This design comes from an exercise in tuning for small area on the open sky130 flow, not from production work.
Where RTL was checked, it was by simulation tests only, not by an equivalence proof against the original.
The clock port is modelled as an ideal driver, which makes a skipped or thinned clock tree look cheaper than it is; a real chip needs a root buffer or a tree.
No activity file was given, so power comes from the tool's default toggle rates.

==> flow/design.v (excerpt) <==
module reactiontimer(keybutton, selection, trig, echo, cin, rst, segments, d, led);
	input cin;
	input rst;
	input [1:0] keybutton;
	input [9:0] selection;
	output [41:0] segments;
	output d;
	output [9:0] led;
	input echo;
	output trig;
	wire key0 = keybutton[0];
	wire key1 = keybutton[1];
	wire sel9 = selection[9];
	wire sel8 = selection[8];
	wire sel0 = selection[0];
	reg [13:0] ph;
	reg [1:0] m3;
	wire [14:0] phc;
	assign phc[0] = 1'b1;
	wire ph_wrap = rst | (ph[13] & ph[10] & ph[9] & ph[8] & ph[3] & ph[2] & ph[1] & ph[0]);  
	genvar gi;
	generate
		for (gi = 0; gi < 14; gi = gi + 1) begin : phbit
			assign phc[gi+1] = phc[gi] & ph[gi];
			always @(posedge cin)
				ph[gi] <= ~ph_wrap & (ph[gi] ^ phc[gi]);
		end
	endgenerate
	always @(posedge cin)
		m3 <= {~rst & m3[0], ~rst & ~m3[0] & ~m3[1]};
	wire tick = m3[1] & ~ph[0];
	wire one_us = ~ph[0];
	assign trig = ~(|ph[13:5]) & (|ph[4:0]) & ~(ph[4] & (ph[3] | (ph[2] & (ph[1] | ph[0]))));
	reg [1:0] k;
	always @(*) begin
		case ({ph[2:0], m3})
			5'b000_00: k = 2'd0;  5'b000_01: k = 2'd3;  5'b000_10: k = 2'd1;
			5'b001_00: k = 2'd2;  5'b001_01: k = 2'd0;  5'b001_10: k = 2'd3;
			5'b010_00: k = 2'd3;  5'b010_01: k = 2'd2;  5'b010_10: k = 2'd0;
			5'b011_00: k = 2'd1;  5'b011_01: k = 2'd3;  5'b011_10: k = 2'd2;
			5'b100_00: k = 2'd2;  5'b100_01: k = 2'd1;  5'b100_10: k = 2'd3;
			5'b101_00: k = 2'd0;  5'b101_01: k = 2'd2;  5'b101_10: k = 2'd1;
			5'b110_00: k = 2'd1;  5'b110_01: k = 2'd0;  5'b110_10: k = 2'd2;
			5'b111_00: k = 2'd3;  5'b111_01: k = 2'd1;  5'b111_10: k = 2'd0;
			default: k = 2'd0;
		endcase
	end
	reg [9:0] usc;
	reg dist_gt;
	wire usc_sat = usc[9] & usc[8] & usc[7] & usc[5];
	wire usc_clr = rst | (one_us & ~echo);
	wire [10:0] usc_c;
	assign usc_c[0] = one_us & echo & ~usc_sat;
	generate
		for (gi = 0; gi < 10; gi = gi + 1) begin : usbit
			assign usc_c[gi+1] = usc_c[gi] & usc[gi];
			always @(posedge cin)
  ...
export LEC_CHECK = 0
export CAP_MARGIN = 20
export CORE_MARGIN = 2
export CORE_UTILIZATION = 40
export SLEW_MARGIN = 20
create_clock -name core_clock -period 20.0 [get_ports {cin}]
standard.sh (not shown) runs the stock make flow with config.mk's settings and CLKGATE_MAP_FILE= SYNTH_SCRIPT=/design/flow/synth_recipe.tcl, a recipe that flattens the netlist after the stock synthesis.
==> flow/flow/run.sh <==
#!/bin/bash
# Own layout flow: the standard ORFS flow with the standard synthesis
# unchanged, and these changes to the layout steps:
#  - ports are buffered with the smallest buffer (buf_1);
#  - before placement repair, sized-up gates are set back to their smallest
#    size (downsize.tcl), and repair_design sizes up where it must;
#  - the clock tree is built by clocktree.tcl (a root buffer and one leaf
#    buffer per compact group of 16 registers) in place of TritonCTS.
# Each tool's output is in the ORFS logs under orfs/logs; the make output is
# in standard.log.
set -euo pipefail
here=$(pwd)
export BUFFER_PORTS_ARGS="-buffer_cell sky130_fd_sc_hd__buf_1"
export PRE_RESIZE_TCL="$here/flow/downsize.tcl"
export PRE_CTS_TCL="$here/flow/clocktree.tcl"
bash standard.sh > standard.log 2>&1
Other scripts of this flow, unchanged in this note and not shown: flow/flow/clocktree.tcl, flow/flow/downsize.tcl
Change:
--- a/flow/design.v
+++ b/flow/design.v
@@ -144,20 +144,20 @@
 	wire o_clr = rst | R;
 	wire [6:0] en;
 	assign en[0] = tick & (act1 | signal2);
 	generate
 		for (gi = 0; gi < 6; gi = gi + 1) begin : digit
 			wire [3:0] q = o[4*gi+3:4*gi];
 			wire e = en[gi];
-			assign en[gi+1] = e & ((q[3] & q[2]));
+			assign en[gi+1] = e & q[3] & q[0];
 			always @(posedge cin) begin
-				o[4*gi]   <= ~o_clr & (q[0] ^ (e & (q[3] | ~q[0] | q[1])));
-				o[4*gi+1] <= ~o_clr & (q[1] ^ (e & (q[0])));
-				o[4*gi+2] <= ~o_clr & (q[2] ^ (e & (q[1])));
-				o[4*gi+3] <= ~o_clr & (q[3] ^ (e & ((q[2] & q[1]))));
+				o[4*gi]   <= ~o_clr & (q[0] ^ e);
+				o[4*gi+1] <= ~o_clr & (q[1] ^ (e & q[0] & ~q[3]));
+				o[4*gi+2] <= ~o_clr & (q[2] ^ (e & q[0] & q[1]));
+				o[4*gi+3] <= ~o_clr & (q[3] ^ (e & q[0] & (q[3] | (q[1] & q[2]))));
 			end
 		end
 	endgenerate
 	reg sw_q, x, b_q;
 	reg [23:0] hs1, hs2;
 	always @(posedge cin) begin
 		sw_q <= ~rst & sel0;
@@ -190,17 +190,17 @@
 	wire sh_o = ~sel8;
 	wire sh_1 = sel8 & ~sel9;
 	wire sh_2 = sel8 & sel9;
 	wire [23:0] C = ({24{sh_o}} & o) | ({24{sh_1}} & hs1) | ({24{sh_2}} & hs2);
 	generate
 		for (gi = 0; gi < 6; gi = gi + 1) begin : seg
 			wire [3:0] a = C[4*gi+3:4*gi];
-			assign segments[7*gi+0] = (~a[3] & ~a[1] & a[0]);
-			assign segments[7*gi+1] = (a[3] & ~a[1] & ~a[0]) | (~a[3] & a[2] & a[1]);
-			assign segments[7*gi+2] = (~a[2] & a[1] & a[0]);
-			assign segments[7*gi+3] = (~a[1] & a[0]);
-			assign segments[7*gi+4] = a[2] | (~a[1] & a[0]);
-			assign segments[7*gi+5] = (a[2] & ~a[0]) | (~a[2] & a[0]);
-			assign segments[7*gi+6] = (~a[3] & ~a[2] & ~a[1]) | (~a[2] & ~a[1] & a[0]);
+			assign segments[7*gi]   = (~a[3] & ~a[2] & ~a[1] & a[0]) | (a[2] & ~a[1] & ~a[0]);
+			assign segments[7*gi+1] = a[2] & (a[1] ^ a[0]);
+			assign segments[7*gi+2] = ~a[2] & a[1] & ~a[0];
+			assign segments[7*gi+3] = (a[2] & ~(a[1] ^ a[0])) | (~a[3] & ~a[2] & ~a[1] & a[0]);
+			assign segments[7*gi+4] = a[0] | (a[2] & ~a[1]);
+			assign segments[7*gi+5] = (a[1] & a[0]) | (~a[3] & ~a[2] & (a[1] | a[0]));
+			assign segments[7*gi+6] = (~a[3] & ~a[2] & ~a[1]) | (a[2] & a[1] & a[0]);
 		end
 	endgenerate
 endmodule
Result:
- wire length rises by about 8%
- design area rises by 5.4%
- flip-flop and latch count is unchanged
- setup slack degrades by 250 ps
- worst hold slack degrades by 12 ps
For the second run of this note, only the layout was checked, not whether the RTL still works. In every run of this note, the design's own scripts or RTL, not TritonCTS, make the clock network.

Another version of the RTL of reactiontimer (not shown whole).
Size in the first run: roughly 950 cells after synthesis, ~69 I/O pins, ~7200 um^2 of cells after synthesis.
Settings: LEC_CHECK=0, CAP_MARGIN=20, CORE_MARGIN=2, CORE_UTILIZATION=40, SLEW_MARGIN=20; clock period 20.0 ns.
==> flow/flow/run.sh <==
#!/bin/bash
# Own layout flow: the standard ORFS flow with the standard synthesis
# unchanged, and these changes:
#  - after the standard synthesis, its combinational logic is mapped again
#    for least area by remap.sh (registers, their names and cell types kept);
#  - ports are buffered with the smallest buffer (buf_1);
#  - before placement repair, sized-up gates are set back to their smallest
#    size (downsize.tcl), and repair_design sizes up where it must;
#  - the clock tree is built by clocktree.tcl (a root buffer and one leaf
#    buffer per compact group of 16 registers) in place of TritonCTS.
# Each tool's output is in the ORFS logs under orfs/logs and in remap.log;
# the make output is in standard.log.
set -euo pipefail
here=$(pwd)
export TMPDIR="$here/tmp"
mkdir -p "$TMPDIR"
res="$here/orfs/results/$FLOW_PLATFORM/reactiontimer/base"
bash standard.sh "$res/1_2_yosys.v" > standard_synth.log 2>&1
cp "$res/1_2_yosys.v" "$here/standard_1_2_yosys.v"
bash flow/remap.sh "$here/standard_1_2_yosys.v" "$res/1_2_yosys.v" "$here/remap.log"
export BUFFER_PORTS_ARGS="-buffer_cell sky130_fd_sc_hd__buf_1"
export PRE_RESIZE_TCL="$here/flow/downsize.tcl"
export PRE_CTS_TCL="$here/flow/clocktree.tcl"
bash standard.sh > standard.log 2>&1
Other scripts of this flow, unchanged in this note and not shown: flow/flow/clocktree.tcl, flow/flow/downsize.tcl, flow/flow/remap.abc, flow/flow/remap.sh
Change:
--- a/flow/design.v
+++ b/flow/design.v
@@ -92,88 +92,86 @@
 	always @(posedge cin) begin
 		decide <= ~rst & decide_next;
 		b <= ~rst & ~sel9 & (b ^ (decide_next & ~decide));
 		act1 <= ~rst & ~sel9 & b & a1;
 	end
 	reg W, y, s1, signal2, flag;
 	reg s2_q;               
 	reg [3:0] li;           
 	wire [7:0] light2 = {8{s2_q}} & {li[3:2] == 2'd3, li[3:2] == 2'd2, li[3:2] == 2'd1, li[3:2] == 2'd0,
 	                                 li[1:0] == 2'd3, li[1:0] == 2'd2, li[1:0] == 2'd1, li[1:0] == 2'd0};
 	always @(posedge cin) begin
 		W <= ~rst & sel9 & ~key1;
-		y <= ~rst & (~sel9 | flag);
+		y <= ~sel9 | flag;
 		signal2 <= ~rst & sel9 & s2 & s1;
 		s1 <= ~rst & ((W & ~s1) | (~y & s1));
 		s2_q <= ~rst & signal2;
-		flag <= ~rst & (light2 == selection[7:0]) & s2_q;
-		if (rst)
-			li <= 4'd0;
-		else if (~s2_q)
+		flag <= (light2 == selection[7:0]) & s2_q;
+		if (~s2_q)
 			li <= {k, ph[1:0]};
 	end
 	reg [10:0] u2;
 	reg s2;
 	wire u2_end = &u2;
 	wire [11:0] u2_c;
 	assign u2_c[0] = tick & ~u2_end;
 	generate
 		for (gi = 0; gi < 11; gi = gi + 1) begin : dc2bit
 			assign u2_c[gi+1] = u2_c[gi] & u2[gi];
 			always @(posedge cin)
-				u2[gi] <= rst | (W ? ((11'd547 >> gi) & 1'b1) : (u2[gi] ^ u2_c[gi]));
-		end
-	endgenerate
-	always @(posedge cin)
-		s2 <= ~rst & ~W & (tick ? u2_end : s2);
+				u2[gi] <= W ? ((11'd547 >> gi) & 1'b1) : (u2[gi] ^ u2_c[gi]);
+		end
+	endgenerate
+	always @(posedge cin)
+		s2 <= ~W & (tick ? u2_end : s2);
 	reg m_p, m_pp, m_started, r34;
 	always @(posedge cin) begin
 		if (rst) begin
 			m_p <= 1'b0;
 			m_pp <= 1'b0;
 			m_started <= 1'b0;
 			r34 <= 1'b0;
 		end else if (tick) begin
 			r34 <= m_p ^ m_pp;
 			m_p <= sel9;
 			m_pp <= m_started ? m_p : ~sel9;
 			m_started <= 1'b1;
 		end
 	end
 	reg R;
 	always @(posedge cin)
-		R <= ~rst & ((~b & ~key0 & ~sel9) | (~signal2 & ~key1 & sel9) | r34);
+		R <= (~b & ~key0 & ~sel9) | (~signal2 & ~key1 & sel9) | r34;
 	reg [23:0] o;
 	wire o_clr = rst | R;
 	wire [6:0] en;
 	assign en[0] = tick & (act1 | signal2);
 	generate
 		for (gi = 0; gi < 6; gi = gi + 1) begin : digit
 			wire [3:0] q = o[4*gi+3:4*gi];
 			wire e = en[gi];
 			assign en[gi+1] = e & ((q[3] & q[2]));
 			always @(posedge cin) begin
 				o[4*gi]   <= ~o_clr & (q[0] ^ (e & (q[3] | ~q[0] | q[1])));
 				o[4*gi+1] <= ~o_clr & (q[1] ^ (e & (q[0])));
 				o[4*gi+2] <= ~o_clr & (q[2] ^ (e & (q[1])));
 				o[4*gi+3] <= ~o_clr & (q[3] ^ (e & ((q[2] & q[1]))));
 			end
 		end
 	endgenerate
 	reg sw_q, x, b_q;
 	reg [23:0] hs1, hs2;
 	always @(posedge cin) begin
 		sw_q <= ~rst & sel0;
 		x <= ~rst & (x ^ (sel0 & ~sw_q));
-		b_q <= ~rst & b;
+		b_q <= b;
 	end
 	wire o_nz = |o;
 	wire clr_req = sel0 & x;
 	wire [23:0] hsc = b_q ? hs1 : hs2;
 	wire [24:0] lt;          
 	assign lt[0] = 1'b0;
 	generate
 		for (gi = 0; gi < 24; gi = gi + 1) begin : cmp
 			assign lt[gi+1] = (~o[gi] & hsc[gi]) | (~o[gi] & lt[gi]) | (hsc[gi] & lt[gi]);
 		end
 	endgenerate
 	wire better = o_nz & (~(|hsc) | lt[24]);
Utilization hardly moves.
Final cell count is lower by a few percent.
Combinational power fell by a few percent.
Sequential cell count is unchanged.
Setup slack got worse by 0.12 ns.
Wire length falls by a few percent.
Total power goes up slightly.
First-iteration DRC count grows by a few percent.
Final area went down by a few percent.
Synthesized area goes down by a few percent.
Worst hold slack hardly moves.
Die area falls by a few percent.
Via count shrinks by a few percent.
No run of this note takes its clock network from TritonCTS; it comes from the design's own scripts or RTL.

== the previous run ==
reactiontimer, a different RTL version from the one above (not shown whole).
Size: ~1,000 cells after synthesis, roughly 69 I/O pins.
==> flow/design.v (excerpt) <==
module reactiontimer(keybutton, selection, trig, echo, cin, rst, segments, d, led);
	input cin;
	input rst;
	input [1:0] keybutton;
	input [9:0] selection;
	output [41:0] segments;
	output d;
	output [9:0] led;
	input echo;
	output trig;
	wire key0 = keybutton[0];
	wire key1 = keybutton[1];
	wire sel9 = selection[9];
	wire sel8 = selection[8];
	wire sel0 = selection[0];
	reg [13:0] ph;
	reg [1:0] m3;
	wire [14:0] phc;
	assign phc[0] = 1'b1;
	wire ph_wrap = rst | (ph[13] & ph[10] & ph[9] & ph[8] & ph[3] & ph[2] & ph[1] & ph[0]);  
	genvar gi;
	generate
		for (gi = 0; gi < 14; gi = gi + 1) begin : phbit
			assign phc[gi+1] = phc[gi] & ph[gi];
			always @(posedge cin)
				ph[gi] <= ~ph_wrap & (ph[gi] ^ phc[gi]);
		end
	endgenerate
	always @(posedge cin)
		m3 <= {~rst & m3[0], ~rst & ~m3[0] & ~m3[1]};
	wire tick = m3[1] & ~ph[0];
	wire one_us = ~ph[0];
	assign trig = ~(|ph[13:5]) & (|ph[4:0]) & ~(ph[4] & (ph[3] | (ph[2] & (ph[1] | ph[0]))));
	reg [1:0] k;
	always @(*) begin
		case ({ph[2:0], m3})
  ...
Settings: LEC_CHECK=0, CAP_MARGIN=20, CORE_MARGIN=2, CORE_UTILIZATION=40, SLEW_MARGIN=20; clock period 20.0 ns.
Scripts as last shown in full above: flow/flow/run.sh
Other scripts of this flow, unchanged in this note and not shown: flow/flow/clocktree.tcl, flow/flow/downsize.tcl, flow/flow/remap.abc, flow/flow/remap.sh
Modified inputs, the current run compared to the previous run
--- a/flow/design.v
+++ b/flow/design.v
@@ -92,86 +92,88 @@
 	always @(posedge cin) begin
 		decide <= ~rst & decide_next;
 		b <= ~rst & ~sel9 & (b ^ (decide_next & ~decide));
 		act1 <= ~rst & ~sel9 & b & a1;
 	end
 	reg W, y, s1, signal2, flag;
 	reg s2_q;               
 	reg [3:0] li;           
 	wire [7:0] light2 = {8{s2_q}} & {li[3:2] == 2'd3, li[3:2] == 2'd2, li[3:2] == 2'd1, li[3:2] == 2'd0,
 	                                 li[1:0] == 2'd3, li[1:0] == 2'd2, li[1:0] == 2'd1, li[1:0] == 2'd0};
 	always @(posedge cin) begin
 		W <= ~rst & sel9 & ~key1;
-		y <= ~sel9 | flag;
+		y <= ~rst & (~sel9 | flag);
 		signal2 <= ~rst & sel9 & s2 & s1;
 		s1 <= ~rst & ((W & ~s1) | (~y & s1));
 		s2_q <= ~rst & signal2;
-		flag <= (light2 == selection[7:0]) & s2_q;
-		if (~s2_q)
+		flag <= ~rst & (light2 == selection[7:0]) & s2_q;
+		if (rst)
+			li <= 4'd0;
+		else if (~s2_q)
 			li <= {k, ph[1:0]};
 	end
 	reg [10:0] u2;
 	reg s2;
 	wire u2_end = &u2;
 	wire [11:0] u2_c;
 	assign u2_c[0] = tick & ~u2_end;
 	generate
 		for (gi = 0; gi < 11; gi = gi + 1) begin : dc2bit
 			assign u2_c[gi+1] = u2_c[gi] & u2[gi];
 			always @(posedge cin)
-				u2[gi] <= W ? ((11'd547 >> gi) & 1'b1) : (u2[gi] ^ u2_c[gi]);
-		end
-	endgenerate
-	always @(posedge cin)
-		s2 <= ~W & (tick ? u2_end : s2);
+				u2[gi] <= rst | (W ? ((11'd547 >> gi) & 1'b1) : (u2[gi] ^ u2_c[gi]));
+		end
+	endgenerate
+	always @(posedge cin)
+		s2 <= ~rst & ~W & (tick ? u2_end : s2);
 	reg m_p, m_pp, m_started, r34;
 	always @(posedge cin) begin
 		if (rst) begin
 			m_p <= 1'b0;
 			m_pp <= 1'b0;
 			m_started <= 1'b0;
 			r34 <= 1'b0;
 		end else if (tick) begin
 			r34 <= m_p ^ m_pp;
 			m_p <= sel9;
 			m_pp <= m_started ? m_p : ~sel9;
 			m_started <= 1'b1;
 		end
 	end
 	reg R;
 	always @(posedge cin)
-		R <= (~b & ~key0 & ~sel9) | (~signal2 & ~key1 & sel9) | r34;
+		R <= ~rst & ((~b & ~key0 & ~sel9) | (~signal2 & ~key1 & sel9) | r34);
 	reg [23:0] o;
 	wire o_clr = rst | R;
 	wire [6:0] en;
 	assign en[0] = tick & (act1 | signal2);
 	generate
 		for (gi = 0; gi < 6; gi = gi + 1) begin : digit
 			wire [3:0] q = o[4*gi+3:4*gi];
 			wire e = en[gi];
 			assign en[gi+1] = e & ((q[3] & q[2]));
 			always @(posedge cin) begin
 				o[4*gi]   <= ~o_clr & (q[0] ^ (e & (q[3] | ~q[0] | q[1])));
 				o[4*gi+1] <= ~o_clr & (q[1] ^ (e & (q[0])));
 				o[4*gi+2] <= ~o_clr & (q[2] ^ (e & (q[1])));
 				o[4*gi+3] <= ~o_clr & (q[3] ^ (e & ((q[2] & q[1]))));
 			end
 		end
 	endgenerate
 	reg sw_q, x, b_q;
 	reg [23:0] hs1, hs2;
 	always @(posedge cin) begin
 		sw_q <= ~rst & sel0;
 		x <= ~rst & (x ^ (sel0 & ~sw_q));
-		b_q <= b;
+		b_q <= ~rst & b;
 	end
 	wire o_nz = |o;
 	wire clr_req = sel0 & x;
 	wire [23:0] hsc = b_q ? hs1 : hs2;
 	wire [24:0] lt;          
 	assign lt[0] = 1'b0;
 	generate
 		for (gi = 0; gi < 24; gi = gi + 1) begin : cmp
 			assign lt[gi+1] = (~o[gi] & hsc[gi]) | (~o[gi] & lt[gi]) | (hsc[gi] & lt[gi]);
 		end
 	endgenerate
 	wire better = o_nz & (~(|hsc) | lt[24]);
Notes after the runs:
- The previous run: all stages complete, timing, DRC and antenna checks passed
- Having completed the whole flow, the current run delivered a layout that passed the timing, design-rule and antenna checks.
- [compare] base=the previous run new=the current run: post-detailed-routing wire length +4.3%, clock power share neither gained nor lost much, overall power of the completed layout lost 0.45%, post-synth net total moved up, buffers plus inverters on the worst setup path shrank by 1.
- The current run ends up with a top achievable clock speed that is 0.0032 GHz lower than in the previous run.
- Sequential share of cell area ended up 0.86 points lower on the current run than on the previous run.
- Sort the previous run and the current run by multi-input combinational gate total, descending, and the current run comes first.
- Global-route usage ends up higher on the current run.
- The current run packs its core more tightly than the previous run.
- Compared with the previous run, global-route wire length before repair in the current run increased by a few percent.
- [the current run vs the previous run] power per cell area: lower in the current run
- The current run: peak supply drop lower than the previous run
- The logic depth of the worst path, buffers included number comes out higher for the previous run vs the current run.
No run of this note takes its clock network from TritonCTS; it comes from the design's own scripts or RTL.

afterwards: timing with drivers on the ports:
No port has a modelled driver above. Below, the same layouts with a new extraction and two added sets of constraints.
Step 1 (the two cells are an assumption about what drives the block):
set clk [get_ports {cin}]
set_driving_cell -lib_cell sky130_fd_sc_hd__clkbuf_16 $clk
set_driving_cell -lib_cell sky130_fd_sc_hd__buf_2 [delete_from_list [all_inputs] $clk]
Step 2 also shifts input and output timing later by t, the mid clock arrival at the registers, as if the neighbouring blocks saw the same clock.
Slacks: no drivers / after step 1 / after step 2; pairs: no drivers / after step 1.
run | shift t [ns] | setup slack, ns | latest minus earliest clock arrival (ns)
the first run of note 1 | 0.459 | 10.160 / 10.138 / 10.138 | 0.018 / 0.018
the second run of note 1 | 0.473 | 9.911 / 9.884 / 9.884 | 0.017 / 0.018
the first run of note 2 | 0.461 | 9.081 / 9.056 / 9.056 | 0.015 / 0.015
the second run of note 2 | 0.467 | 8.965 / 8.941 / 8.941 | 0.016 / 0.016
the previous run | 0.481 | 9.260 / 9.237 / 9.237 | 0.018 / 0.017
the current run | 0.484 | 8.875 / 8.847 / 8.847 | 0.023 / 0.023
After both steps setup and hold are still met in every run listed. For the current run, which loses most, drivers alone change the setup slack by -0.028 ns; drivers and shift together by -0.028 ns.
